Background: an optimization exercise with open tools, aiming at small area, a short achievable clock period and few clock cycles per item. Do not read the settings as production practice. Function was checked by simulation only, so behaviour that the tests miss may differ from the original.

==> flow/design.v <==
`timescale 1ns / 1ps
module SHA256(
  input clk,
  input [2:0] P,
  input [255:0] passwd_hash,
  input [71:0] start,
  output [71:0] hash,
  output done
);
localparam [31:0] IV0 = 32'h6a09e667, IV1 = 32'hbb67ae85, IV2 = 32'h3c6ef372, IV3 = 32'ha54ff53a,
                  IV4 = 32'h510e527f, IV5 = 32'h9b05688c, IV6 = 32'h1f83d9ab, IV7 = 32'h5be0cd19;
localparam [1:0] S_LOAD = 2'd0, S_RUN = 2'd1, S_DONE = 2'd2;
localparam [2047:0] KT = {
  32'hc67178f2, 32'hbef9a3f7, 32'ha4506ceb, 32'h90befffa,
  32'h8cc70208, 32'h84c87814, 32'h78a5636f, 32'h748f82ee,
  32'h682e6ff3, 32'h5b9cca4f, 32'h4ed8aa4a, 32'h391c0cb3,
  32'h34b0bcb5, 32'h2748774c, 32'h1e376c08, 32'h19a4c116,
  32'h106aa070, 32'hf40e3585, 32'hd6990624, 32'hd192e819,
  32'hc76c51a3, 32'hc24b8b70, 32'ha81a664b, 32'ha2bfe8a1,
  32'h92722c85, 32'h81c2c92e, 32'h766a0abb, 32'h650a7354,
  32'h53380d13, 32'h4d2c6dfc, 32'h2e1b2138, 32'h27b70a85,
  32'h14292967, 32'h06ca6351, 32'hd5a79147, 32'hc6e00bf3,
  32'hbf597fc7, 32'hb00327c8, 32'ha831c66d, 32'h983e5152,
  32'h76f988da, 32'h5cb0a9dc, 32'h4a7484aa, 32'h2de92c6f,
  32'h240ca1cc, 32'h0fc19dc6, 32'hefbe4786, 32'he49b69c1,
  32'hc19bf174, 32'h9bdc06a7, 32'h80deb1fe, 32'h72be5d74,
  32'h550c7dc3, 32'h243185be, 32'h12835b01, 32'hd807aa98,
  32'hab1c5ed5, 32'h923f82a4, 32'h59f111f1, 32'h3956c25b,
  32'he9b5dba5, 32'hb5c0fbcf, 32'h71374491, 32'h428a2f98};
function eqsum(input [31:0] x, input [31:0] y, input [31:0] p);
  reg [31:0] cy;
  begin
    cy = (x & y) | ((x | y) & ~p);
    eqsum = ((x ^ y ^ p) == {cy[30:0], 1'b0});
  end
endfunction
function [35:0] incdig(input [35:0] x);
  integer k;
  reg cyin;
  begin
    cyin = 1'b1;
    for (k = 0; k < 9; k = k + 1) begin
      if (cyin) begin
        if (x[4*k +: 4] == 4'd9) incdig[4*k +: 4] = 4'd0;
        else begin incdig[4*k +: 4] = x[4*k +: 4] + 4'd1; cyin = 1'b0; end
      end else incdig[4*k +: 4] = x[4*k +: 4];
    end
  end
endfunction
reg [35:0] dig;            
reg [31:0] a, b, c, d, e, f, g, hk, kr;
reg [511:0] w;             
reg [6:0] n;               
reg [5:0] rc;              
reg mv;                    
reg [5:0] cr;              
reg ld;                    
reg run, dn, first, vok;
reg [7:0] hp;              
reg done_r;
assign done = done_r;
assign hash = {4'h3, dig[35:32], 4'h3, dig[31:28], 4'h3, dig[27:24], 4'h3, dig[23:20],
               4'h3, dig[19:16], 4'h3, dig[15:12], 4'h3, dig[11:8], 4'h3, dig[7:4],
               4'h3, dig[3:0]};
wire init = (P == 3'd0);
wire srch = (P == 3'd2);
wire lq = ld || (run && n == 7'd62 && !hite);
wire [35:0] nxt = first ? dig : incdig(dig);
wire [31:0] w0n = {4'h3, nxt[35:32], 4'h3, nxt[31:28], 4'h3, nxt[27:24], 4'h3, nxt[23:20]};
wire [31:0] w1n = {4'h3, nxt[19:16], 4'h3, nxt[15:12], 4'h3, nxt[11:8], 4'h3, nxt[7:4]};
wire [31:0] w2  = {4'h3, dig[3:0], 24'h800000};
wire [31:0] wm15 = w[31:0], wm14 = w[63:32], wm6 = w[319:288], wm1 = w[479:448];
wire [31:0] sg0 = {wm14[6:0], wm14[31:7]} ^ {wm14[17:0], wm14[31:18]} ^ (wm14 >> 3);
wire [31:0] sg1 = {wm1[16:0], wm1[31:17]} ^ {wm1[18:0], wm1[31:19]} ^ (wm1 >> 10);
wire [31:0] q1s = sg1 ^ wm6 ^ sg0;
wire [31:0] q1c = {(sg1[30:0] & wm6[30:0]) | (sg1[30:0] & sg0[30:0]) | (wm6[30:0] & sg0[30:0]), 1'b0};
wire [31:0] q2s = q1s ^ q1c ^ wm15;
wire [31:0] q2c = {(q1s[30:0] & q1c[30:0]) | (q1s[30:0] & wm15[30:0]) | (q1c[30:0] & wm15[30:0]), 1'b0};
wire [31:0] sch;
add32 u_sch (.x(q2s), .y(q2c), .s(sch));
reg [31:0] msg;
always @(*) begin
  case (n)
    7'd1: msg = w2;
    7'd14: msg = 32'h00000048;
    default: msg = 32'd0;
  endcase
end
wire [31:0] went = lq ? w1n : (n < 7'd15 ? msg : sch);
wire [31:0] wk = w[511:480];
wire [31:0] hs = g ^ kr ^ wk;
wire [31:0] hc = {(g[30:0] & kr[30:0]) | (g[30:0] & wk[30:0]) | (kr[30:0] & wk[30:0]), 1'b0};
wire [31:0] hk_sum;
add32 u_hk (.x(hs), .y(hc), .s(hk_sum));
wire [5:0] kn = mv ? (lq ? 6'd1 : n[5:0] + 6'd1) : n[5:0];
wire [31:0] hk_ld = {4'h0, nxt[35:32], 4'h0, nxt[31:28], 4'h0, nxt[27:24], 4'h0, nxt[23:20]} + 32'hce9b2ce1;
wire [31:0] S1 = {e[5:0], e[31:6]} ^ {e[10:0], e[31:11]} ^ {e[24:0], e[31:25]};
wire [31:0] S0 = {a[1:0], a[31:2]} ^ {a[12:0], a[31:13]} ^ {a[21:0], a[31:22]};
wire [31:0] ch = (e & f) ^ (~e & g);
wire [31:0] mj = (a & b) ^ (a & c) ^ (b & c);
wire [31:0] t1s = hk ^ S1 ^ ch;
wire [31:0] t1c = {(hk[30:0] & S1[30:0]) | (hk[30:0] & ch[30:0]) | (S1[30:0] & ch[30:0]), 1'b0};
wire [31:0] es = t1s ^ t1c ^ d;
wire [31:0] ec = {(t1s[30:0] & t1c[30:0]) | (t1s[30:0] & d[30:0]) | (t1c[30:0] & d[30:0]), 1'b0};
wire [31:0] e_new;
add32 u_e (.x(es), .y(ec), .s(e_new));
wire [31:0] x2s = t1s ^ t1c ^ S0;
wire [31:0] x2c = {(t1s[30:0] & t1c[30:0]) | (t1s[30:0] & S0[30:0]) | (t1c[30:0] & S0[30:0]), 1'b0};
wire [31:0] x3s = x2s ^ x2c ^ mj;
wire [31:0] x3c = {(x2s[30:0] & x2c[30:0]) | (x2s[30:0] & mj[30:0]) | (x2c[30:0] & mj[30:0]), 1'b0};
wire [31:0] a_new;
add32 u_a (.x(x3s), .y(x3c), .s(a_new));
reg [31:0] pa, pe, ia, ie;
always @(*) begin
  case (n[1:0])
    2'd1: begin pe = passwd_hash[31:0];  ie = IV7; pa = passwd_hash[255:224]; ia = IV0; end
    2'd2: begin pe = passwd_hash[63:32]; ie = IV6; pa = passwd_hash[159:128]; ia = IV3; end
    2'd3: begin pe = passwd_hash[95:64]; ie = IV5; pa = passwd_hash[191:160]; ia = IV2; end
    default: begin pe = passwd_hash[127:96]; ie = IV4; pa = passwd_hash[223:192]; ia = IV1; end
  endcase
end
wire [31:0] cya = (a & ia) | ((a | ia) & ~pa);
wire [31:0] ma = ~(a ^ ia ^ pa ^ {cya[30:0], 1'b0});
wire [31:0] zs = es ^ ec ^ ie;
wire [31:0] zc = {(es[30:0] & ec[30:0]) | (es[30:0] & ie[30:0]) | (ec[30:0] & ie[30:0]), 1'b0};
wire [31:0] cye = (zs & zc) | ((zs | zc) & ~pe);
wire [31:0] me = ~(zs ^ zc ^ pe ^ {cye[30:0], 1'b0});
wire hite = &hp[3:0];      
wire hita = &hp[7:4];      
always @(posedge clk) begin
  a <= lq ? IV0 : (mv ? a_new : d);
  b <= lq ? IV1 : a;
  c <= lq ? IV2 : b;
  d <= lq ? IV3 : c;
  e <= lq ? IV4 : (mv ? e_new : g);
  f <= lq ? IV5 : e;
  g <= lq ? IV6 : f;
  if (mv) hk <= lq ? hk_ld : hk_sum;
  kr <= KT[{kn, 5'd0} +: 32];
  w[511:480] <= mv ? went : w[31:0];
  w[479:448] <= lq ? w0n : w[511:480];
  w[447:0] <= w[479:32];
  if (mv) hp <= {&ma[31:24], &ma[23:16], &ma[15:8], &ma[7:0], &me[31:24], &me[23:16], &me[15:8], &me[7:0]};
  if (init) begin
    rc <= 6'd47;
    mv <= 1'b0;
    cr <= 6'd0;
    dig <= {start[67:64], start[59:56], start[51:48], start[43:40], start[35:32],
            start[27:24], start[19:16], start[11:8], start[3:0]};
    first <= 1'b1;
    n <= 7'd0;
    ld <= 1'b1;
    run <= 1'b0;
    dn <= 1'b0;
    done_r <= 1'b0;
  end else begin
    cr <= cr + {5'd0, srch} - {5'd0, mv};
    mv <= (mv || rc == 6'd47) && (srch || cr > {5'd0, mv});
    if (!mv) rc <= (rc == 6'd47) ? 6'd0 : rc + 6'd1;
    if (srch && (dn || (mv && run && n == 7'd66 && vok && hita))) done_r <= 1'b1;
    if (mv) begin
      if (lq) begin
        dig <= nxt;
        first <= 1'b0;
        n <= 7'd1;
        ld <= 1'b0;
        run <= 1'b1;
      end else if (run) begin
        n <= n + 7'd1;
        if (n == 7'd62) vok <= 1'b1;
        else if (n <= 7'd65) vok <= vok && hite && hita;
        if (n == 7'd66) begin
          run <= 1'b0;
          if (vok && hita) dn <= 1'b1;
          else begin
            ld <= 1'b1;
            n <= 7'd0;
          end
        end
      end
    end
  end
end
endmodule
module add32(
  input [31:0] x,
  input [31:0] y,
  output [31:0] s
);
wire [31:0] g0 = x & y;
wire [31:0] p0 = x ^ y;
wire [31:0] g1 = g0 | (32'haaaaaaaa & p0 & {g0[30], 1'b0, g0[28], 1'b0, g0[26], 1'b0, g0[24], 1'b0, g0[22], 1'b0, g0[20], 1'b0, g0[18], 1'b0, g0[16], 1'b0, g0[14], 1'b0, g0[12], 1'b0, g0[10], 1'b0, g0[8], 1'b0, g0[6], 1'b0, g0[4], 1'b0, g0[2], 1'b0, g0[0], 1'b0});
wire [31:0] p1 = p0 & (~32'haaaaaaaa | {p0[30], 1'b0, p0[28], 1'b0, p0[26], 1'b0, p0[24], 1'b0, p0[22], 1'b0, p0[20], 1'b0, p0[18], 1'b0, p0[16], 1'b0, p0[14], 1'b0, p0[12], 1'b0, p0[10], 1'b0, p0[8], 1'b0, p0[6], 1'b0, p0[4], 1'b0, p0[2], 1'b0, p0[0], 1'b0});
wire [31:0] g2 = g1 | (32'hcccccccc & p1 & {g1[29], g1[29], 1'b0, 1'b0, g1[25], g1[25], 1'b0, 1'b0, g1[21], g1[21], 1'b0, 1'b0, g1[17], g1[17], 1'b0, 1'b0, g1[13], g1[13], 1'b0, 1'b0, g1[9], g1[9], 1'b0, 1'b0, g1[5], g1[5], 1'b0, 1'b0, g1[1], g1[1], 1'b0, 1'b0});
wire [31:0] p2 = p1 & (~32'hcccccccc | {p1[29], p1[29], 1'b0, 1'b0, p1[25], p1[25], 1'b0, 1'b0, p1[21], p1[21], 1'b0, 1'b0, p1[17], p1[17], 1'b0, 1'b0, p1[13], p1[13], 1'b0, 1'b0, p1[9], p1[9], 1'b0, 1'b0, p1[5], p1[5], 1'b0, 1'b0, p1[1], p1[1], 1'b0, 1'b0});
wire [31:0] g3 = g2 | (32'hf0f0f0f0 & p2 & {g2[27], g2[27], g2[27], g2[27], 1'b0, 1'b0, 1'b0, 1'b0, g2[19], g2[19], g2[19], g2[19], 1'b0, 1'b0, 1'b0, 1'b0, g2[11], g2[11], g2[11], g2[11], 1'b0, 1'b0, 1'b0, 1'b0, g2[3], g2[3], g2[3], g2[3], 1'b0, 1'b0, 1'b0, 1'b0});
wire [31:0] p3 = p2 & (~32'hf0f0f0f0 | {p2[27], p2[27], p2[27], p2[27], 1'b0, 1'b0, 1'b0, 1'b0, p2[19], p2[19], p2[19], p2[19], 1'b0, 1'b0, 1'b0, 1'b0, p2[11], p2[11], p2[11], p2[11], 1'b0, 1'b0, 1'b0, 1'b0, p2[3], p2[3], p2[3], p2[3], 1'b0, 1'b0, 1'b0, 1'b0});
wire [31:0] g4 = g3 | (32'hff00ff00 & p3 & {g3[23], g3[23], g3[23], g3[23], g3[23], g3[23], g3[23], g3[23], 1'b0, 1'b0, 1'b0, 1'b0, 1'b0, 1'b0, 1'b0, 1'b0, g3[7], g3[7], g3[7], g3[7], g3[7], g3[7], g3[7], g3[7], 1'b0, 1'b0, 1'b0, 1'b0, 1'b0, 1'b0, 1'b0, 1'b0});
wire [31:0] p4 = p3 & (~32'hff00ff00 | {p3[23], p3[23], p3[23], p3[23], p3[23], p3[23], p3[23], p3[23], 1'b0, 1'b0, 1'b0, 1'b0, 1'b0, 1'b0, 1'b0, 1'b0, p3[7], p3[7], p3[7], p3[7], p3[7], p3[7], p3[7], p3[7], 1'b0, 1'b0, 1'b0, 1'b0, 1'b0, 1'b0, 1'b0, 1'b0});
wire [31:0] g5 = g4 | (32'hffff0000 & p4 & {g4[15], g4[15], g4[15], g4[15], g4[15], g4[15], g4[15], g4[15], g4[15], g4[15], g4[15], g4[15], g4[15], g4[15], g4[15], g4[15], 1'b0, 1'b0, 1'b0, 1'b0, 1'b0, 1'b0, 1'b0, 1'b0, 1'b0, 1'b0, 1'b0, 1'b0, 1'b0, 1'b0, 1'b0, 1'b0});
wire [31:0] p5 = p4 & (~32'hffff0000 | {p4[15], p4[15], p4[15], p4[15], p4[15], p4[15], p4[15], p4[15], p4[15], p4[15], p4[15], p4[15], p4[15], p4[15], p4[15], p4[15], 1'b0, 1'b0, 1'b0, 1'b0, 1'b0, 1'b0, 1'b0, 1'b0, 1'b0, 1'b0, 1'b0, 1'b0, 1'b0, 1'b0, 1'b0, 1'b0});
assign s = p0 ^ {g5[30:0], 1'b0};
endmodule
==> flow/flow/run.sh <==
#!/bin/bash
# Standard ORFS layout, with repair_timing aiming for more setup slack than the clock needs,
# and clock tree synthesis without dummy loads.
set -euo pipefail
bash standard.sh SETUP_SLACK_MARGIN=10.6 "CTS_ARGS=-sink_clustering_enable -repair_clock_nets -dont_use_dummy_load" finish > standard.log 2>&1
==> flow/standard.sh <==
#!/bin/bash
# synth_recipe.tcl (not shown) runs the flow's synth.tcl, then flattens the netlist and writes it again
# the make line also repeats each setting of config.mk as NAME=value (left out here)
make -C /OpenROAD-flow-scripts/flow DESIGN_CONFIG=/design/flow/config.mk WORK_HOME=/design/flow/orfs CLKGATE_MAP_FILE= SYNTH_SCRIPT=/design/flow/synth_recipe.tcl "${@:-finish}"
==> flow/config.mk <==
export PLATFORM = sky130hd
export DESIGN_NAME = SHA256
export DESIGN_NICKNAME = SHA256
export VERILOG_FILES = /design/flow/design.v
export SDC_FILE = /design/flow/constraint.sdc
export NUM_CORES = 4
export LEC_CHECK = 0
export CAP_MARGIN = 20
export CORE_MARGIN = 2
export CORE_UTILIZATION = 40
export SLEW_MARGIN = 20
export SYNTH_HIERARCHICAL = 1
export SYNTH_MEMORY_MAX_BITS = 8192
==> flow/constraint.sdc <==
create_clock -name core_clock -period 15.0 [get_ports {clk}]
set_input_delay 3.0000 -clock core_clock [delete_from_list [all_inputs] [get_ports {clk}]]
set_output_delay 3.0000 -clock core_clock [all_outputs]
set_load 0.01 [all_outputs]
==> summary.txt, run 1 <==
Clocking
  • Clock tree sinks: between 800 and 900
  • Clock transition at path regs: 0.06 ns
  • Hold-fix buffers, CTS: 0
  • CTS tree: built
  • CTS Buf Count: 90
  • Clock Root Buffer: clkbuf_16
  • Max Buffers Root-to-Sink: 3
  • CTS HTree Levels: 3
  • Worst skew pair latency: 0.67 ns

Synth
  • Mapped Cells: about 4200
  • Synth top area share: a little over a third
  • Distinct cells, synth: 105
  • Mapped cell area: 44510 um2
  • Yosys warnings: 7
  • Asr flop ratio synth: 0%
  • Sequential area share after synthesis: 40.87%
  • EDFF count, synth: 77
  • Syn Area/Cell: 10.59 um2
  • Post-synth top area cell: dfxtp_1
  • Synth top area cells: dfxtp_1 (36%), fa_1 (14%), xnor2_1 (6.2%)
  • Register bit total from synthesis: 870
  • Main flop type after synthesis: dfxtp_1

Floorplanning
  • DIE WIDTH: roughly 340 um
  • I/O pins: 405
  • Core area: 110500 um2
  • Initial Util: between 40 and 50%
  • Die area: 113900 um2
  • Chip height: 337.6 um
  • Row count: ~120

Critical path
  • Critical path class: register to register
  • Critical R2R Capture: a[30]
  • R2R Path Start: e[9]
  • Crit. End Element: register
  • Required @ worst endpoint: ~16 ns
  • Reg2Reg Depth: 17
  • Critical Path Start Type: register
  • Reg2Reg Setup Slack: roughly 10 ns
  • Crit path max fanout: 5
  • Worst path arrival time: just over 5 ns

Global route
  • GRT Total Usage: between 20% and 30%
  • Grt ovf: 0
  • Vias in the first global route: between 30000 and 40000
  • Largest net degree at the start of global routing: 156
  • Antenna violations before repair: 3
  • First-pass GRT wire length: ~210 mm

Drt
  • Drt drc: 0
  • Vias: ~32000
  • Antenna viol nets, final: 0
  • Vias per cell: between 5 and 6
  • Initial DRC count: 3158
  • Post-DR wirelength/cell: 24.05 um
  • 1st-pass router iterations: 6
  • Final wirelength: 144.7 mm

Placed design
  • Final HPWL DP: 109.3 mm
  • Placed insts: 5827
  • Worst slack, placed: about 9.5 ns
  • Port bufs: 332
  • Routability-driven placement congestion ratio: 0.9667

Worst hold path
  • HP Start: w[365]
  • Hold Crit Depth: 0
  • Worst min path class: register to register
  • Hold Path End: w[333]

Timing
  • RSZ-0062 raised after global routing: yes
  • Post-layout min period: 4.635 ns
  • Final Hold Vio Count: 0
  • Layout Skew: 0.06594 ns
  • Final Cycle Share: 30.90%
  • Max_slew headroom: 25.34%
  • Final setup viols: 0
  • Worst Tran Pin Value: 1.117 ns
  • Slew Viols, Final: 0
  • Setup TNS Final: 0 ns
  • Max Clock Freq: about 220 MHz
  • Worst setup margin: 10.37 ns

Layout
  • Most frequent cells in the layout: dfxtp_1 (721), fa_1 (297), xnor2_1 (286)
  • Post-layout net count: 5349
  • Area grow syn2layout: 19.98%
  • Leading cell type in the layout, fill and taps excluded: dfxtp_1
  • Layout cell share with drive strength beyond 1: 13.95%
  • Diode count: 0
  • Final cell count without fillers: between 6000 and 7000

Flow run
  • Max-cap violations: 0

Outcome
  • Run status: no timing/DRC/antenna violations
-- cells by family after synthesis --
| logic type | after synthesis | synth area share (%) |
|---|---|---|
| fa+ha+maj | 518 | 19.66 |
| other cells | 2 | 0.01687 |
| xor+xnor | 452 | 8.895 |
| buf+inv | 554 | 5.364 |
| compound gates | 776 | 12.48 |
| mux | 104 | 2.426 |
| flops | 870 | 40.87 |
| simple gates | 928 | 10.29 |
-- what timing repair did --
action                     in CTS  in global routing
setup endpoints to repair     162                 78
resized for setup             290                294
cloned                          2                  0
pin swaps                     122                285
setup buffers                  60                 38
-- through the flow --
stage,hold slack [ns],area [um2],util (%)
after floorplan,0.3096,44750,-
after global placement,0.3097,48940,44.29
after detailed placement,0.3121,48950,44.29
after CTS,0.3059,52210,47.25
after global routing,0.3046,53400,48.32
final,0.3017,53400,48.32
-- per-module statistics from Yosys, one instance, submodules excluded --
| module | area (um2) | cells | copies in the design |
|---|---|---|---|
| add32 | 1266 | 151 | 4 |
| SHA256 | 39440 | 3600 | 1 |
-- Yosys cell counts (all sizes together), types with 12 or more instances --
library cell and number:
o21ai 155, nand4 26, nand2b 110, fa 313, a221oi 17, buf 121, a31oi 28, edfxtp 77
ha 173, mux2i 73, xnor2 314, nor2 284, dfxtp 793, nor3 39, and2 98, xor2 138
a21boi 16, o21a 14, clkbuf 147, o311ai 12, nand2 224, a21oi 247, nor2b 14, inv 286
maj3 32, a21o 36, o211ai 31, a222oi 67, a211oi 29, and3 31, nand3 51, mux2 31
-- worst max-delay path: stages (launching register included) --
cell,delay (ns)
dfxtp_4,0.40
mux2_2,0.37
fa_1,0.57
inv_1,0.07
fa_1,0.47
inv_1,0.05
fa_1,0.50
ha_4,0.33
nand2_2,0.09
a2111oi_4,0.46
a32oi_2,0.21
o21ai_4,0.15
and4_1,0.25
o21a_2,0.16
o21ai_2,0.06
a221oi_2,0.27
nand2_1,0.09
o211ai_1,0.08
-- final cells by class --
| class | instances | area, um2 |
|---|---|---|
| Fill cell | 10240 | 57120 |
| Multi-Input combinational cell | 2820 | 25310 |
| Tap cell | 1488 | 1862 |
| Inverter | 286 | 1094 |
| Clock buffer | 90 | 2252 |
| Sequential cell | 870 | 18350 |
| Timing Repair Buffer | 463 | 4528 |
-- flip-flops by register name, indices dropped and copies added, names as in the netlist --
| name | flops |
|---|---|
| run | 1 |
| cr | 6 |
| b | 32 |
| d | 32 |
| done_r | 1 |
| mv | 1 |
| vok | 1 |
| ld | 1 |
| hk | 32 |
| a | 32 |
| c | 32 |
| g | 32 |
| rc | 6 |
| e | 32 |
| hp | 8 |
| dn | 1 |
| first | 1 |
| w | 512 |
| n | 7 |
| kr | 32 |
| f | 32 |
| dig | 36 |
-- how the worst max path moves through the flow --
stage | start | slack (ns) | end
global route | e[7] | 10.17 | a[31]
CTS | e[7] | 10.38 | a[27]
detailed placement | P[0] | 9.50 | dig[27]
finish | e[9] | 10.37 | a[30]
floorplan | passwd_hash[94] | 10.36 | hp[3]
global placement | P[0] | 9.52 | dig[26]
-- routing by layer --
metal / global-route usage, % / vias up / part of all wire (%)
met5: 0 / - / 0.022
met4: 6.459 / 4 / 2.9
met3: 3.682 / 212 / 7.2
met2: 38.90 / 1241 / 44
met1: 36.57 / 16120 / 45
li1: - / 14740 / -
Testbench counts, summed over its fixed seeds: cycles 200,798, items 3,217.
==> run 2, diff against run 1 <==
==> flow/flow/run.sh (replaced) <==
#!/bin/bash
# Standard ORFS layout, with repair_timing aiming for more setup slack than the clock needs,
# and clock tree synthesis without dummy loads.
set -euo pipefail
bash standard.sh SETUP_SLACK_MARGIN=10.1 "CTS_ARGS=-sink_clustering_enable -repair_clock_nets -dont_use_dummy_load" finish > standard.log 2>&1
==> summary.txt, run 2 <==
Worst hold path
  • Worst min path class: register to register

Critical path
  • Slowest CP cell: fa_1
  • Crit path max fanout: 1 (-4)
  • Reg2Reg Setup Slack: 10.21 ns (-0.15 ns)
  • Crit. End Element: register
  • Required @ worst endpoint: 15.44 ns (-0.10 ns)
  • Critical Path Start Type: input pin
  • Sum of buffers and inverters on the critical path: 1 (-1)
  • Critical-path cell list: clkdlybuf4s50_1, a222oi_1, a21oi_1, fa_1, xor2_1, nand3_1, nor3_1
  • Max incr delay on CP: 0.60 ns (+0.03 ns)
  • Crit-path leading delay family: adder cells
  • Critical path class: input pin to register
  • Worst path arrival time: 5.33 ns (+0.15 ns)

Clocking
  • Clock tree sinks: 870 (unchanged)
  • CTS HTree Levels: 3 (unchanged)
  • Clock Root Buffer: clkbuf_16
  • CTS Buf Count: 93 (+3.3%)
  • Worst skew pair latency: 0.68 ns (about the same)
  • CTS tree: built
  • Clock transition at path regs: 0.06 ns (about the same)
  • Max Buffers Root-to-Sink: 3 (unchanged)
  • Hold-fix buffers, CTS: 0 (unchanged)

Floorplanning
  • Row count: 122 (unchanged)
  • I/O pins: 405 (unchanged)
  • DIE WIDTH: 337.6 um (unchanged)
  • Initial Util: 40.27% (unchanged)
  • Core area: 110500 um2 (unchanged)
  • Chip height: 337.6 um (unchanged)
  • Die area: 113900 um2 (unchanged)

Synth
  • Yosys warnings: 7 (unchanged)
  • Largest family of logic cells by synthesized area: adder cells
  • EDFF count, synth: 77 (unchanged)
  • Synth top area share: 35.67% (unchanged)
  • Sequential area share after synthesis: 40.87% (unchanged)
  • Compound-Gate Fraction of Synth Area: 12.48% (unchanged)
  • Post-Synth Adder-Cell Area: 19.66% (unchanged)
  • Most common cell in the netlist: dfxtp_1
  • Asr flop ratio synth: 0% (unchanged)
  • Main flop type after synthesis: dfxtp_1
  • Most frequent cells after synthesis: dfxtp_1 (793), xnor2_1 (314), fa_1 (313)
  • Mapped Cells: 4204 (unchanged)
  • Syn Area/Cell: 10.59 um2 (unchanged)
  • Multiplexer share of the synthesized area: 2.426% (unchanged)
  • Synth top area cells: dfxtp_1 (36%), fa_1 (14%), xnor2_1 (6.2%)
  • Synth Area in XOR/XNOR: 8.895% (unchanged)
  • Post-synth top area cell: dfxtp_1
  • Mapped cell area: 44510 um2 (unchanged)
  • Distinct cells, synth: 105 (unchanged)
  • Register bit total from synthesis: 870 (unchanged)
  • Post-Synth Simple-Gate Area: 10.29% (unchanged)

Timing
  • Max_slew headroom: 30.75% (+5.4 points)
  • Final Cycle Share: 32.60% (+1.7 points)
  • RSZ-0062 raised after global routing: yes
  • Slew Viols, Final: 0 (unchanged)
  • Final setup viols: 0 (unchanged)
  • Layout Skew: 0.09895 ns (+0.03301 ns)
  • Worst Tran Pin Value: 1.039 ns (-0.07837 ns)
  • Worst setup margin: 10.11 ns (-0.2548 ns)
  • Setup TNS Final: 0 ns (unchanged)
  • Post-layout min period: 4.890 ns (+0.2548 ns)
  • Max Clock Freq: 204.5 MHz (-5.2%)
  • Final Hold Vio Count: 0 (unchanged)

Global route
  • M2 GR Usage: 38.41% (-0.49 points)
  • GRT busiest layer: met2
  • Vias in the first global route: 30610 (-2.3%)
  • Largest net degree at the start of global routing: 167 (+7.1%)
  • First-pass GRT wire length: 206.6 mm (-1.6%)
  • Met1 GRT Util: 35.70% (-0.86 points)
  • Antenna violations before repair: 10 (+7)
  • GRT Total Usage: 24.83% (-0.28 points)
  • Grt ovf: 0 (unchanged)
  • Met3 Resource Use GR: 4.216% (+0.53 points)

Outcome
  • Run status: no timing/DRC/antenna violations

Drt
  • Vias: 31530 (-2.4%)
  • Initial DRC count: 3060 (-3.1%)
  • Post-DR wirelength/cell: 24.07 um (+0.11%)
  • Drt drc: 0 (unchanged)
  • 1st-pass router iterations: 7 (+1)
  • Vias per cell: 5.316 (-1.0%)
  • Final wirelength: 142.8 mm (-1.3%)
  • Antenna viol nets, final: 0 (unchanged)

Flow run
  • Max-cap violations: 0 (unchanged)

Layout
  • Biggest regs: w (512), dig (36)
  • Most frequent cells in the layout: dfxtp_1 (760), clkdlybuf4s50_1 (328), xnor2_1 (306), fa_1 (306)
  • Leading cell type in the layout, fill and taps excluded: dfxtp_1
  • Layout cell share with drive strength beyond 1: 7.339% (-6.6 points)
  • Post-layout net count: 5262 (-1.6%)
  • Area grow syn2layout: 15.67%
  • Largest Register: w
  • Layout Utilization: 46.58% (-1.7 points)
  • Final cell count without fillers: 5931 (-1.4%)
  • Max reg flops: 512 (unchanged)

Placed design
  • Routability-driven placement congestion ratio: 0.9579 (-0.91%)
  • Worst slack, placed: 9.305 ns (-0.1900 ns)
  • Port bufs: 332 (unchanged)
  • Placed insts: 5826 (-0.017%)
  • Final HPWL DP: 109.8 mm (+0.45%)
## run 2: through the flow
step	cell area, um2	hold WS (ns)
6_report	51480	0.3026
5_1_grt	51480	0.3125
4_1_cts	51240	0.3100
3_5_place_dp	48820	0.3121
3_3_place_gp	48820	0.3095
2_1_floorplan	44650	0.3096
## run 2: logic make-up after synthesis
family,count (synthesis)
AND/OR/NAND/NOR,928
flip-flops,870
AO/OA/AOI/OAI,776
buffers and inverters,554
adder cells (fa/ha/maj),518
XOR/XNOR,452
multiplexers,104
other,2
## run 2: what timing repair did
| action | 4_1_cts | 5_1_grt |
|---|---|---|
| gates cloned | 0 | 1 |
| resized for setup | 11 | 72 |
| pin swaps | 4 | 20 |
| endpoints found under the setup margin | 54 | 65 |
| setup buffers | 6 | 4 |
## run 2: routing by layer
metal,wire length [um],part of all wire [%]
met3,10160,7.1
met2,63450,44
met4,3768,2.6
met5,43,0.030
met1,65360,46
## run 2: path summary, 6_finish.rpt
| path | from | endpoint | cells after the start |
|---|---|---|---|
| hold / removal | w[179] | w[147] | 0 |
| setup reg to reg | e[9] | a[23] | 17 |
| setup / recovery | passwd_hash[26] | hp[3] | 7 |
| hold reg to reg | w[179] | w[147] | 0 |
## run 2: per-module statistics from Yosys, one instance, submodules excluded
| module | area (um2) | flip-flops and latches | cells inside | copies in the design |
|---|---|---|---|---|
| add32 | 1266 | 0 | 151 | 4 |
| SHA256 | 39440 | 870 | 3600 | 1 |
## run 2: cell type report
class                           instances  area [um2]
Timing Repair Buffer                  374        3669
Antenna cell                            1       2.502
Clock buffer                           93        2327
Inverter                              286        1079
Multi-Input combinational cell       2819       24290
Fill cell                           10360       59040
Sequential cell                       870       18250
Tap cell                             1488        1862
==> run 3, diff against run 2 <==
==> flow/flow/run.sh (replaced) <==
#!/bin/bash
# Standard ORFS layout, with repair_timing aiming for more setup slack than the clock needs,
# and clock tree synthesis without dummy loads.
set -euo pipefail
bash standard.sh SETUP_SLACK_MARGIN=11 "CTS_ARGS=-sink_clustering_enable -repair_clock_nets -dont_use_dummy_load" finish > standard.log 2>&1
==> summary.txt, run 3 <==
Outcome
  • Run status: no timing/DRC/antenna violations

Global route
  • GRT Total Usage: 25.35% (+0.52 points)
  • Vias in the first global route: 31840 (+4.0%)
  • First-pass GRT wire length: 211.8 mm (+2.5%)
  • Antenna violations before repair: 6 (-4)
  • Grt ovf: 0 (unchanged)
  • Largest net degree at the start of global routing: 138 (-17%)

Timing
  • Final setup viols: 0 (unchanged)
  • Post-layout min period: 4.691 ns (-0.1985 ns)
  • Max Clock Freq: 213.2 MHz (+4.2%)
  • RSZ-0062 raised after global routing: yes
  • Layout Skew: 0.08430 ns (-0.01465 ns)
  • Final Cycle Share: 31.28% (-1.3 points)
  • Slew Viols, Final: 0 (unchanged)
  • Max_slew headroom: 28.30% (-2.4 points)
  • Worst Tran Pin Value: 1.076 ns (+0.03674 ns)
  • Setup TNS Final: 0 ns (unchanged)
  • Final Hold Vio Count: 0 (unchanged)

Worst hold path
  • Hold Crit Depth: 0 (unchanged)
  • HP Start: w[403]
  • Hold Path End: w[371]
  • Worst min path class: register to register

Critical path
  • Reg2Reg Depth: 18 (+1)
  • Worst path arrival time: 5.22 ns (-0.11 ns)
  • Critical-path cell list: xnor2_2, xnor2_2, fa_2, fa_1, fa_1, fa_2, a211oi_4, o211ai_1, buf_4, a32oi_4, o21ai_4, buf_4, a21boi_4, o21ai_2, a211oi_2, xnor2_1, mux2i_1, nor2_1
  • Slowest CP cell: fa_2
  • Max incr delay on CP: 0.54 ns (-0.06 ns)
  • Crit. End Element: register
  • Sum of buffers and inverters on the critical path: 2 (+1)
  • R2R Path Start: e[12]
  • Reg2Reg Setup Slack: 10.31 ns (+0.10 ns)
  • Critical R2R Capture: a[31]
  • Critical path class: register to register
  • Required @ worst endpoint: 15.52 ns (+0.08 ns)
  • Crit path max fanout: 4 (+3)
  • Crit-path leading delay family: adder cells
  • Critical Path Start Type: register

Placed design
  • Final HPWL DP: 108.4 mm (-1.2%)
  • Port bufs: 332 (unchanged)
  • Routability-driven placement congestion ratio: 0.9541 (-0.40%)

Synth
  • Register bit total from synthesis: 870 (unchanged)
  • Sequential area share after synthesis: 40.87% (unchanged)
  • Mapped cell area: 44510 um2 (unchanged)
  • Most common cell in the netlist: dfxtp_1
  • Synth top area cells: dfxtp_1 (36%), fa_1 (14%), xnor2_1 (6.2%)
  • Post-synth top area cell: dfxtp_1
  • Syn Area/Cell: 10.59 um2 (unchanged)
  • Distinct cells, synth: 105 (unchanged)
  • Yosys warnings: 7 (unchanged)
  • Main flop type after synthesis: dfxtp_1
  • Synth top area share: 35.67% (unchanged)
  • Asr flop ratio synth: 0% (unchanged)
  • EDFF count, synth: 77 (unchanged)
  • Mapped Cells: 4204 (unchanged)
  • Most frequent cells after synthesis: dfxtp_1 (793), xnor2_1 (314), fa_1 (313)

Clocking
  • CTS tree: built
  • Clock Root Buffer: clkbuf_16
  • Max Buffers Root-to-Sink: 3 (unchanged)
  • CTS HTree Levels: 3 (unchanged)
  • Clock tree sinks: 870 (unchanged)
  • Worst skew pair latency: 0.68 ns (about the same)
  • CTS Buf Count: 89 (-4.3%)
  • Clock transition at path regs: 0.07 ns (about the same)

Drt
  • Post-DR wirelength/cell: 24.03 um (-0.20%)
  • Vias per cell: 5.372 (+1.0%)
  • 1st-pass router iterations: 10 (+3)
  • Final wirelength: 146.2 mm (+2.4%)
  • Antenna viol nets, final: 0 (unchanged)
  • Initial DRC count: 3297 (+7.7%)
  • Vias: 32690 (+3.7%)
  • Drt drc: 0 (unchanged)

Floorplanning
  • Core area: 110500 um2 (unchanged)
  • Row count: 122 (unchanged)
  • Initial Util: 40.27% (unchanged)
  • I/O pins: 405 (unchanged)
  • DIE WIDTH: 337.6 um (unchanged)
  • Die area: 113900 um2 (unchanged)
  • Chip height: 337.6 um (unchanged)

Layout
  • Largest Register: w
  • Leading cell type in the layout, fill and taps excluded: dfxtp_1
  • Layout cell share with drive strength beyond 1: 19.00% (+12 points)
  • Area grow syn2layout: 21.86%
  • Max reg flops: 512 (unchanged)
  • Post-layout net count: 5414 (+2.9%)
  • Most frequent cells in the layout: dfxtp_1 (717), fa_1 (279), nor2_1 (271)
  • FILL cells: 10210 (-1.4%)
  • Biggest regs: w (512), dig (36)

Flow run
  • Max-cap violations: 0 (unchanged)
run 3: cell types whose count changed in the layout (fill, tap and decap cells not counted), moves of 50 or more:
| cell | delta |
|---|---|
| a21oi_1 | -55 |
| a21oi_2 | +50 |
| buf_2 | +56 |
| buf_4 | +124 |
| clkdlybuf4s50_1 | -207 |
| dlygate4sd2_1 | +65 |
run 3: per-layer routing:
layer  vias up  part of all wire [%]  track usage (%)
li1      14900                     -                -
met1     16230                    45            36.32
met2      1298                    45            39.51
met3       255                   7.2            3.447
met4         2                   3.4            8.038
met5         -                0.0068                0
run 3: logic make-up (layout without fill, tap and decap cells):
kind of cell               count (synthesis)  after routing  share of synthesized area (%)
muxes                                    104            104                          2.426
AOI/OAI and AO/OA                        776            778                          12.48
adders and majority gates                518            518                          19.66
and+or+nand+nor                          928            930                          10.29
other                                      2             43                        0.01687
DFF                                      870            870                          40.87
xor gates and xnor gates                 452            452                          8.895
buffers and inverters                    554            902                          5.364
run 3: what timing repair did:
item                       4_1_cts  5_1_grt
pin swaps                      373      230
gates cloned                     6        0
setup buffers                  115       46
setup endpoints to repair      306      135
resized for setup              800      184
hold buffers                     0        0
run 3: per-module statistics from Yosys, one instance, submodules excluded:
module,copies in the design,flops+latches,cells
SHA256,1,870,3600
add32,4,0,151
run 3: worst max-delay path by stage:
stage	start	endpoint	slack (ns)	depth (start not counted)
finish	e[12]	a[31]	10.31	18
global route	e[8]	a[31]	10.19	20
CTS	e[7]	a[30]	10.45	20
detailed placement	passwd_hash[68]	hp[0]	9.41	7
global placement	n[0]	kr[1]	9.39	13
floorplan	passwd_hash[94]	hp[3]	10.36	8
run 3: area by class of cell:
class                   count  area, um2  share of cell area [%]
diodes                      3      7.507                 0.01384
clock buffers              89       2227                   4.107
inverters                 286       1085                   2.000
multi-input cells        2822      26030                   47.99
flip-flops and latches    870      18380                   33.88
well taps                1488       1862                   3.433
repair buffers            527       4652                   8.577
run 3: through the flow:
step                util, %  std cells  hold WS, ns  cell area, um2  setup WS [ns]
detailed placement    44.51       5826       0.3121           49190          9.408
floorplan                 -       4242       0.3096           45190          10.36
global route          49.07       6082       0.2992           54230          10.19
CTS                   48.08       6036       0.2929           53140          10.45
finish                49.07       6085       0.2910           54230          10.31
global placement      44.51       5826       0.3095           49190          9.393
==> run 4, diff against run 3 <==
==> flow/flow/run.sh (replaced) <==
#!/bin/bash
# Standard ORFS layout, with repair_timing aiming for more setup slack than the clock needs,
# and clock tree synthesis without dummy loads.
set -euo pipefail
bash standard.sh SETUP_SLACK_MARGIN=10.3 "CTS_ARGS=-sink_clustering_enable -repair_clock_nets -dont_use_dummy_load" finish > standard.log 2>&1
==> summary.txt, run 4 <==
Clocking
  • Clock Root Buffer: clkbuf_16
  • Clock tree sinks: 870 (unchanged)
  • CTS HTree Levels: 3 (unchanged)
  • Worst skew pair latency: 0.66 ns (-0.02 ns)
  • CTS Buf Count: 90 (+1.1%)
  • Hold-fix buffers, CTS: 0 (unchanged)
  • Clock transition at path regs: 0.06 ns (about the same)
  • CTS tree: built
  • Max Buffers Root-to-Sink: 3 (unchanged)

Synth
  • Mapped cell area: 44510 um2 (unchanged)
  • Distinct cells, synth: 105 (unchanged)
  • Syn Area/Cell: 10.59 um2 (unchanged)
  • Most common cell in the netlist: dfxtp_1
  • Sequential area share after synthesis: 40.87% (unchanged)
  • Yosys warnings: 7 (unchanged)
  • Register bit total from synthesis: 870 (unchanged)
  • Mapped Cells: 4204 (unchanged)
  • EDFF count, synth: 77 (unchanged)
  • Post-synth top area cell: dfxtp_1
  • Synth top area share: 35.67% (unchanged)
  • Most frequent cells after synthesis: dfxtp_1 (793), xnor2_1 (314), fa_1 (313)
  • Asr flop ratio synth: 0% (unchanged)
  • Synth top area cells: dfxtp_1 (36%), fa_1 (14%), xnor2_1 (6.2%)
  • Main flop type after synthesis: dfxtp_1

Layout
  • Most frequent cells in the layout: dfxtp_1 (748), xnor2_1 (306), fa_1 (302)
  • Biggest regs: w (512), dig (36)
  • Layout cell share with drive strength beyond 1: 9.121% (-9.9 points)
  • Largest Register: w
  • Leading cell type in the layout, fill and taps excluded: dfxtp_1
  • Area grow syn2layout: 16.87%
  • Post-layout net count: 5293 (-2.2%)
  • Max reg flops: 512 (unchanged)

Critical path
  • Crit path max fanout: 1 (-3)
  • Worst path arrival time: 5.22 ns (about the same)
  • Critical path class: input pin to register
  • Critical Path Start Type: input pin
  • Required @ worst endpoint: 15.50 ns (-0.02 ns)
  • Crit. End Element: register

Drt
  • Antenna viol nets, final: 0 (unchanged)
  • Vias: 31790 (-2.7%)
  • 1st-pass router iterations: 11 (+1)
  • Drt drc: 0 (unchanged)
  • Final wirelength: 142.8 mm (-2.3%)
  • Vias per cell: 5.331 (-0.76%)
  • Initial DRC count: 2936 (-11%)
  • Post-DR wirelength/cell: 23.94 um (-0.36%)

Global route
  • Largest net degree at the start of global routing: 178 (+29%)
  • Antenna violations before repair: 6 (unchanged)
  • Grt ovf: 0 (unchanged)
  • First-pass GRT wire length: 206.1 mm (-2.7%)
  • GRT Total Usage: 24.78% (-0.57 points)
  • Vias in the first global route: 30940 (-2.8%)

Timing
  • Setup TNS Final: 0 ns (unchanged)
  • RSZ-0062 raised after global routing: yes
  • Max_slew headroom: 31.14% (+2.8 points)
  • Post-layout min period: 4.727 ns (+0.03580 ns)
  • Worst Tran Pin Value: 1.033 ns (-0.04270 ns)
  • Worst setup margin: 10.27 ns (-0.03580 ns)
  • Layout Skew: 0.06827 ns (-0.01603 ns)
  • Final Cycle Share: 31.51% (+0.24 points)
  • Slew Viols, Final: 0 (unchanged)
  • Final Hold Vio Count: 0 (unchanged)
  • Max Clock Freq: 211.5 MHz (-0.76%)
  • Final setup viols: 0 (unchanged)

Placed design
  • Port bufs: 332 (unchanged)
  • Routability-driven placement congestion ratio: 0.9522 (-0.20%)
  • Final HPWL DP: 109.5 mm (+0.97%)
  • Worst slack, placed: 9.111 ns (-0.2975 ns)

Floorplanning
  • Row count: 122 (unchanged)
  • Chip height: 337.6 um (unchanged)
  • Core area: 110500 um2 (unchanged)
  • I/O pins: 405 (unchanged)
  • Die area: 113900 um2 (unchanged)
  • Initial Util: 40.27% (unchanged)
  • DIE WIDTH: 337.6 um (unchanged)

Flow run
  • Max-cap violations: 0 (unchanged)

Outcome
  • Run status: no timing/DRC/antenna violations

Worst hold path
  • Worst min path class: register to register
-- run 4: cell counts after synthesis --
Identical to the previous run, type by type.
-- run 4: kinds of logic (layout without fill, tap and decap cells) --
family | count (synthesis) | count (layout) | synth area share [%]
fa+ha+maj | 518 | 518 | 19.66
flops | 870 | 870 | 40.87
other cells | 2 | 43 | 0.01687
buf+inv | 554 | 785 | 5.364
compound gates | 776 | 776 | 12.48
xor+xnor | 452 | 452 | 8.895
mux | 104 | 104 | 2.426
simple gates | 928 | 928 | 10.29
-- run 4: routing by layer --
layer	GRT usage, %	up-vias	share of wire (%)
li1	-	14630	-
met1	35.43	15770	45
met2	38.51	1159	44
met3	4.199	237	7.6
met4	6.894	6	3.0
met5	0	-	0.029
-- run 4: per-stage QoR --
step | hold WS [ns] | utilization [%] | cells | cell area [um2]
2_1_floorplan | 0.3096 | - | 4242 | 44660
4_1_cts | 0.3101 | 46.57 | 5941 | 51460
6_report | 0.3082 | 47.06 | 5964 | 52010
3_3_place_gp | 0.3096 | 44.18 | 5824 | 48820
3_5_place_dp | 0.3121 | 44.18 | 5824 | 48820
5_1_grt | 0.3168 | 47.06 | 5962 | 52010
-- run 4: repair_timing --
item	4_1_cts	5_1_grt
endpoints found under the hold margin	0	0
pin swaps	16	94
buffers inserted	27	20
setup endpoints to repair	117	50
gates resized for setup	80	101
-- run 4: Yosys stat by module, one instance, submodules excluded --
module / cell area, um2 / flip-flops and latches
SHA256: 39440 / 870
add32: 1266 / 0
-- run 4: worst paths after layout --
check	startpoint	end	slack [ns]	cells after the start
max	passwd_hash[77]	hp[1]	10.27	7
min	w[382]	w[350]	0.31	0
max reg2reg	e[8]	a[30]	10.29	18
min reg2reg	w[382]	w[350]	0.31	0
-- run 4: final cells by class --
| class | count | area [um2] |
|---|---|---|
| repair buffers | 409 | 3969 |
| multi-input cells | 2818 | 24570 |
| inverters | 286 | 1079 |
| flip-flops and latches | 870 | 18280 |
| fillers | 10370 | 58500 |
| well taps | 1488 | 1862 |
| diodes | 3 | 7.507 |
| clock buffers | 90 | 2252 |
-- run 4: critical path, stage by stage --
cell and delay [ns]:
clkdlybuf4s50_1 0.40, a222oi_1 0.70, a21oi_1 0.21, fa_1 0.57, xor2_1 0.13, nand4_1 0.09, nor2_1 0.12
==> run 5, diff against run 4 <==
--- a/flow/config.mk
+++ b/flow/config.mk
@@ -9,3 +9,3 @@
 export CORE_MARGIN = 2
-export CORE_UTILIZATION = 40
+export CORE_UTILIZATION = 60
 export SLEW_MARGIN = 20
==> summary.txt, run 5 <==
Synth
  • Yosys warnings: 7 (unchanged)
  • Most frequent cells after synthesis: dfxtp_1 (793), xnor2_1 (314), fa_1 (313)
  • Synth top area share: 35.67% (unchanged)
  • Synth top area cells: dfxtp_1 (36%), fa_1 (14%), xnor2_1 (6.2%)
  • Mapped cell area: 44510 um2 (unchanged)
  • Register bit total from synthesis: 870 (unchanged)
  • Mapped Cells: 4204 (unchanged)
  • Asr flop ratio synth: 0% (unchanged)
  • Most common cell in the netlist: dfxtp_1
  • Main flop type after synthesis: dfxtp_1
  • Post-synth top area cell: dfxtp_1
  • Syn Area/Cell: 10.59 um2 (unchanged)
  • Distinct cells, synth: 105 (unchanged)
  • EDFF count, synth: 77 (unchanged)
  • Sequential area share after synthesis: 40.87% (unchanged)

Clocking
  • CTS tree: built
  • CTS HTree Levels: 3 (unchanged)
  • Clock tree sinks: 870 (unchanged)
  • Clock transition at path regs: 0.06 ns (about the same)
  • CTS Buf Count: 86 (-4.4%)
  • Max Buffers Root-to-Sink: 3 (unchanged)
  • Hold-fix buffers, CTS: 0 (unchanged)
  • Clock Root Buffer: clkbuf_16
  • Worst skew pair latency: 0.66 ns (about the same)

Layout
  • Area grow syn2layout: 15.63%
  • Post-layout net count: 5298 (+0.094%)
  • Layout cell share with drive strength beyond 1: 9.848% (+0.73 points)
  • FILL cells: 5409 (-48%)
  • Register area: 18320 um2 (+0.22%)
  • Multi-input gate area: 24710 um2 (+0.57%)
  • Biggest regs: w (512), dig (36)
  • Most frequent cells in the layout: dfxtp_1 (736), clkdlybuf4s50_1 (320), xnor2_1 (302)
  • Leading cell type in the layout, fill and taps excluded: dfxtp_1
  • Largest Register: w
  • Max reg flops: 512 (unchanged)

Global route
  • First-pass GRT wire length: 205.3 mm (-0.38%)
  • Largest net degree at the start of global routing: 152 (-15%)
  • GRT Total Usage: 36.07% (+11 points)
  • Vias in the first global route: 32140 (+3.9%)
  • Antenna violations before repair: 7 (+1)
  • Grt ovf: 0 (unchanged)

Placed design
  • Port bufs: 332 (unchanged)
  • Routability-driven placement congestion ratio: 1.005 (+5.5%)
  • Final HPWL DP: 104.6 mm (-4.4%)

Floorplanning
  • DIE WIDTH: 276.4 um (-18%)
  • Initial Util: 60.79% (+21 points)
  • Row count: 99 (-19%)
  • Chip height: 276.4 um (-18%)
  • Core area: 73210 um2 (-34%)
  • I/O pins: 405 (unchanged)
  • Die area: 76370 um2 (-33%)

Drt
  • DRT met1 WL: 58.99 mm (-8.3%)
  • 1st-pass router iterations: 8 (-3)
  • Routed wl met2: 60.83 mm (-4.0%)
  • Highest metal used: met5
  • Wire length on met3: 12.98 mm (+20%)
  • Antenna viol nets, final: 0 (unchanged)
  • Final wirelength: 139.7 mm (-2.1%)
  • Drt drc: 0 (unchanged)
  • Initial DRC count: 3691 (+26%)
  • Post-DR wirelength/cell: 25.69 um (+7.3%)
  • Vias: 32600 (+2.5%)
  • Vias per cell: 5.993 (+12%)

Critical path
  • Crit. End Element: register
  • Required @ worst endpoint: 15.42 ns (-0.08 ns)
  • Critical-path cell list: clkdlybuf4s50_1, a222oi_1, nand2_1, o21ai_0, fa_1, xor2_1, nand4_1, nor3_1
  • Slowest CP cell: fa_1
  • Critical Path Start Type: input pin
  • Crit path max fanout: 1 (unchanged)
  • Worst path arrival time: 5.15 ns (-0.07 ns)
  • Max incr delay on CP: 0.49 ns (-0.21 ns)
  • Critical path class: input pin to register

Timing
  • Setup TNS Final: 0 ns (unchanged)
  • Final Hold Vio Count: 0 (unchanged)
  • Max_slew headroom: 23.30% (-7.8 points)
  • Final setup viols: 0 (unchanged)
  • Final Cycle Share: 31.54% (about the same)
  • Max Clock Freq: 211.4 MHz (about the same)
  • Worst Tran Pin Value: 1.151 ns (+0.1177 ns)
  • Post-layout min period: 4.730 ns (+0.003200 ns)
  • RSZ-0062 raised after global routing: yes
  • Layout Skew: 0.09569 ns (+0.02741 ns)
  • Slew Viols, Final: 0 (unchanged)

Worst hold path
  • Worst min path class: register to register

Outcome
  • Run status: no timing/DRC/antenna violations

Flow run
  • Max-cap violations: 0 (unchanged)
-- run 5: cell counts after synthesis --
Identical to the previous run, type by type.
-- run 5: timing repair --
item	4_1_cts	5_1_grt
buffers inserted	19	36
setup endpoints to repair	52	48
gates resized for setup	84	117
endpoints found under the hold margin	0	0
pin swaps	14	87
-- run 5: path summary, 6_finish.rpt --
| path | start | end | slack, ns | depth (start not counted) |
|---|---|---|---|---|
| min | w[381] | w[349] | 0.26 | 0 |
| min reg2reg | w[381] | w[349] | 0.26 | 0 |
| max | passwd_hash[185] | hp[7] | 10.27 | 8 |
| max reg2reg | e[13] | a[30] | 10.32 | 18 |
-- run 5: critical path: cells and delay by family --
family                     cells  cell delay, ns
AOI/OAI and AO/OA              2            0.58
buffers and inverters          1            0.47
adders and majority gates      1            0.49
and+or+nand+nor                3            0.45
xor gates and xnor gates       1            0.15
-- run 5: layout make-up --
| type | count | share of cell area [%] |
|---|---|---|
| timing repair buffer | 418 | 7.787 |
| tap | 959 | 2.332 |
| sequential | 870 | 35.59 |
| clock buffer | 86 | 4.182 |
| multi-input combinational | 2818 | 48.01 |
| antenna | 2 | 0.009725 |
| inverter | 286 | 2.091 |
-- run 5: kinds of logic after synthesis --
group	synth area share, %
compound gates	12.48
fa+ha+maj	19.66
mux	2.426
flops	40.87
other cells	0.01687
buf+inv	5.364
xor+xnor	8.895
simple gates	10.29
-- run 5: per-stage QoR --
stage / std cells / util (%) / area, um2 / worst slack (ns) / hold slack (ns)
CTS: 5401 / 69.24 / 50690 / 10.26 / 0.2445
floorplan: 4242 / - / 44660 / 10.34 / 0.3096
finish: 5439 / 70.30 / 51460 / 10.27 / 0.2624
detailed placement: 5296 / 65.80 / 48170 / 9.578 / 0.3121
global route: 5437 / 70.29 / 51460 / 10.17 / 0.2570
global placement: 5296 / 65.80 / 48170 / 9.627 / 0.3096
-- run 5: per-layer routing --
metal,up-vias,global-route usage [%]
met5,-,0
li1,14620,-
met4,2,15.73
met1,16030,51.19
met3,303,6.431
met2,1648,54.28
-- run 5: Yosys stat by module, one instance, submodules excluded --
| module | flip-flops and latches | area, um2 | cells | copies in the design |
|---|---|---|---|---|
| SHA256 | 870 | 39440 | 3600 | 1 |
| add32 | 0 | 1266 | 151 | 4 |
==> run 6, diff against run 5 <==
--- a/flow/config.mk
+++ b/flow/config.mk
@@ -9,3 +9,3 @@
 export CORE_MARGIN = 2
-export CORE_UTILIZATION = 60
+export CORE_UTILIZATION = 65
 export SLEW_MARGIN = 20
==> summary.txt, run 6 <==
Timing
  • WHS: 0.2819 ns (+0.01948 ns)
  • Final Hold Vio Count: 0 (unchanged)
  • RSZ-0062 raised after global routing: yes
  • Slew Viols, Final: 0 (unchanged)
  • Setup TNS Final: 0 ns (unchanged)
  • Max_slew headroom: 25.45% (+2.2 points)
  • Max Clock Freq: 206.5 MHz (-2.3%)
  • Worst Tran Pin Value: 1.107 ns (-0.04396 ns)
  • Final setup viols: 0 (unchanged)
  • Layout Skew: 0.07514 ns (-0.02055 ns)
  • Post-layout min period: 4.844 ns (+0.1134 ns)
  • Final Cycle Share: 32.29% (+0.76 points)

Global route
  • GRT Total Usage: 39.54% (+3.5 points)
  • Grt ovf: 0 (unchanged)
  • Antenna violations before repair: 6 (-1)
  • Largest net degree at the start of global routing: 186 (+22%)
  • First-pass GRT wire length: 205.8 mm (+0.24%)
  • Vias in the first global route: 32820 (+2.1%)

Synth
  • Syn Area/Cell: 10.59 um2 (unchanged)
  • Synth top area share: 35.67% (unchanged)
  • Main flop type after synthesis: dfxtp_1
  • Most common cell in the netlist: dfxtp_1
  • Post-synth top area cell: dfxtp_1
  • Register bit total from synthesis: 870 (unchanged)
  • Yosys warnings: 7 (unchanged)
  • Distinct cells, synth: 105 (unchanged)
  • Sequential area share after synthesis: 40.87% (unchanged)
  • Mapped cell area: 44510 um2 (unchanged)
  • EDFF count, synth: 77 (unchanged)
  • Synth top area cells: dfxtp_1 (36%), fa_1 (14%), xnor2_1 (6.2%)
  • Most frequent cells after synthesis: dfxtp_1 (793), xnor2_1 (314), fa_1 (313)
  • Asr flop ratio synth: 0% (unchanged)
  • Mapped Cells: 4204 (unchanged)

Drt
  • Vias per cell: 6.253 (+4.3%)
  • 1st-pass router iterations: 9 (+1)
  • Initial DRC count: 4433 (+20%)
  • Antenna viol nets, final: 0 (unchanged)
  • Post-DR wirelength/cell: 26.91 um (+4.8%)
  • Vias: 33480 (+2.7%)
  • Final wirelength: 144.1 mm (+3.1%)
  • Drt drc: 0 (unchanged)

Clocking
  • CTS HTree Levels: 3 (unchanged)
  • Clock transition at path regs: 0.07 ns (about the same)
  • Max Buffers Root-to-Sink: 3 (unchanged)
  • Worst skew pair latency: 0.65 ns (about the same)
  • Clock Root Buffer: clkbuf_16
  • CTS tree: built
  • Hold-fix buffers, CTS: 0 (unchanged)
  • Clock tree sinks: 870 (unchanged)
  • CTS Buf Count: 85 (-1.2%)

Critical path
  • Critical R2R Capture: a[30]
  • Critical Path End: hp[3]
  • Crit. End Element: register
  • Crit-path leading delay family: compound AO/OA/AOI/OAI gates
  • Levels on crit path: 7 (-1)
  • Max incr delay on CP: 0.60 ns (+0.11 ns)
  • Reg2Reg Depth: 19 (+1)
  • Critical Path Start Type: input pin
  • Required @ worst endpoint: 15.41 ns (about the same)
  • Crit path max fanout: 1 (unchanged)
  • Slowest CP cell: a21oi_1
  • CP startpoint: passwd_hash[93]
  • Reg2Reg Setup Slack: 10.20 ns (-0.12 ns)
  • Worst path arrival time: 5.25 ns (+0.10 ns)
  • R2R Path Start: e[12]
  • Sum of buffers and inverters on the critical path: 1 (unchanged)
  • Critical-path cell list: clkdlybuf4s50_1, a222oi_1, a21oi_1, fa_1, xor2_1, nand3_1, nor3_2
  • Critical path class: input pin to register

Placed design
  • Port bufs: 332 (unchanged)
  • Final HPWL DP: 102.5 mm (-2.0%)
  • Routability-driven placement congestion ratio: 0.9992 (-0.54%)

Layout
  • Largest Register: w
  • Most frequent cells in the layout: dfxtp_1 (726), clkdlybuf4s50_1 (320), xnor2_1 (300)
  • Layout cell share with drive strength beyond 1: 10.07% (+0.22 points)
  • Biggest regs: w (512), dig (36)
  • Area grow syn2layout: 15.43%
  • Max reg flops: 512 (unchanged)
  • Leading cell type in the layout, fill and taps excluded: dfxtp_1
  • Post-layout net count: 5300 (+0.038%)
  • Layout Utilization: 76.09% (+5.8 points)

Worst hold path
  • Worst min path class: register to register

Floorplanning
  • Row count: 95 (-4.0%)
  • Core area: 67510 um2 (-7.8%)
  • DIE WIDTH: 265.7 um (-3.9%)
  • Die area: 70580 um2 (-7.6%)
  • I/O pins: 405 (unchanged)
  • Initial Util: 65.92% (+5.1 points)
  • Chip height: 265.7 um (-3.9%)

Flow run
  • Max-cap violations: 0 (unchanged)

Outcome
  • Run status: no timing/DRC/antenna violations
==> run 6: cell counts after synthesis <==
Identical to the previous run, type by type.
==> run 6: cells by family after synthesis <==
logic type               Yosys count  share of synthesized area, %
adder cells (fa/ha/maj)          518                         19.66
multiplexers                     104                         2.426
AND/OR/NAND/NOR                  928                         10.29
buffers and inverters            554                         5.364
flip-flops                       870                         40.87
AO/OA/AOI/OAI                    776                         12.48
XOR/XNOR                         452                         8.895
other                              2                       0.01687
==> run 6: repair_timing <==
item                       in CTS  in global routing
pin swaps                      19                 93
cloned                          1                  0
resized for setup              92                127
setup buffers                  26                 33
setup endpoints to repair      75                 60
==> run 6: layout make-up <==
| type | instances | area, um2 |
|---|---|---|
| timing repair buffer | 420 | 4046 |
| antenna | 2 | 5.005 |
| sequential | 870 | 18330 |
| tap | 873 | 1092 |
| multi-input combinational | 2819 | 24680 |
| clock buffer | 85 | 2127 |
| inverter | 286 | 1089 |
| fill | 4557 | 16140 |
==> run 6: worst min-delay path by stage <==
stage,endpoint,slack [ns],startpoint,cells past startpoint
5_1_grt,w[390],0.29,w[422],0
3_3_place_gp,w[146],0.31,w[178],0
6_report,w[199],0.28,w[231],0
2_1_floorplan,w[100],0.31,w[132],0
4_1_cts,w[199],0.28,w[231],0
3_5_place_dp,w[115],0.31,w[147],0
==> run 6: modules after synthesis (local to each module, per instance) <==
module  copies in the design  flip-flops and latches  cells  cell area [um2]
add32                      4                       0    151             1266
SHA256                     1                     870   3600            39440
==> run 6: worst register-to-register path: cells and delay by family, from the launching register on <==
| family | cells | cell delay, ns |
|---|---|---|
| adder cells (fa/ha/maj) | 4 | 1.96 |
| XOR/XNOR | 2 | 0.40 |
| buffers and inverters | 3 | 0.37 |
| AO/OA/AOI/OAI | 8 | 1.23 |
| AND/OR/NAND/NOR | 2 | 0.35 |
| flip-flops | 1 | 0.38 |
==> run 6: per-stage QoR <==
stage / std cells / area [um2] / setup slack, ns
3_3_place_gp: 5208 / 48050 / 9.430
2_1_floorplan: 4242 / 44660 / 10.34
6_report: 5355 / 51370 / 10.16
5_1_grt: 5353 / 51370 / 10.07
4_1_cts: 5320 / 50680 / 10.23
3_5_place_dp: 5208 / 48050 / 9.444
==> run 6: routing by layer <==
layer	GRT usage, %	up-vias	wire [um]
met3	8.813	409	14690
met5	0	-	59
met1	53.36	16460	57210
met4	18.16	10	7905
li1	-	14660	-
met2	61.15	1951	64240

## re-timing with driven ports
Ports are ideal in the flow. The routed layouts listed here were re-timed in OpenROAD.
Step 1, drivers: a clkbuf_16 drives clk and a buf_2 each remaining input, both assumed.
Step 2 also shifts input and output timing later by t, the mid clock arrival at the registers, as if the neighbouring blocks saw the same clock.
Three values: ideal ports, drivers, drivers and shift; two values: the first two.
run	shift t [ns]	slack for setup (ns)	worst setup path after step 2	latest minus earliest clock arrival (ns)	worst slew at a driven data input, ns
run 1	0.703	10.365 / 10.365 / 9.838	input to register	0.067 / 0.068	0.13
run 2	0.700	10.110 / 10.091 / 9.452	input to register	0.100 / 0.100	0.17
run 3	0.710	10.309 / 10.309 / 9.901	input to register	0.088 / 0.088	0.12
run 4	0.702	10.273 / 10.285 / 9.592	input to register	0.068 / 0.068	0.13
run 5	0.678	10.270 / 10.279 / 9.637	input to register	0.105 / 0.105	0.12
run 6	0.683	10.156 / 10.186 / 9.502	input to register	0.078 / 0.079	0.10
After both steps setup and hold are still met in every run listed. The setup slack of run 4, which loses most, moves by +0.012 ns with the drivers and by -0.681 ns with both steps.
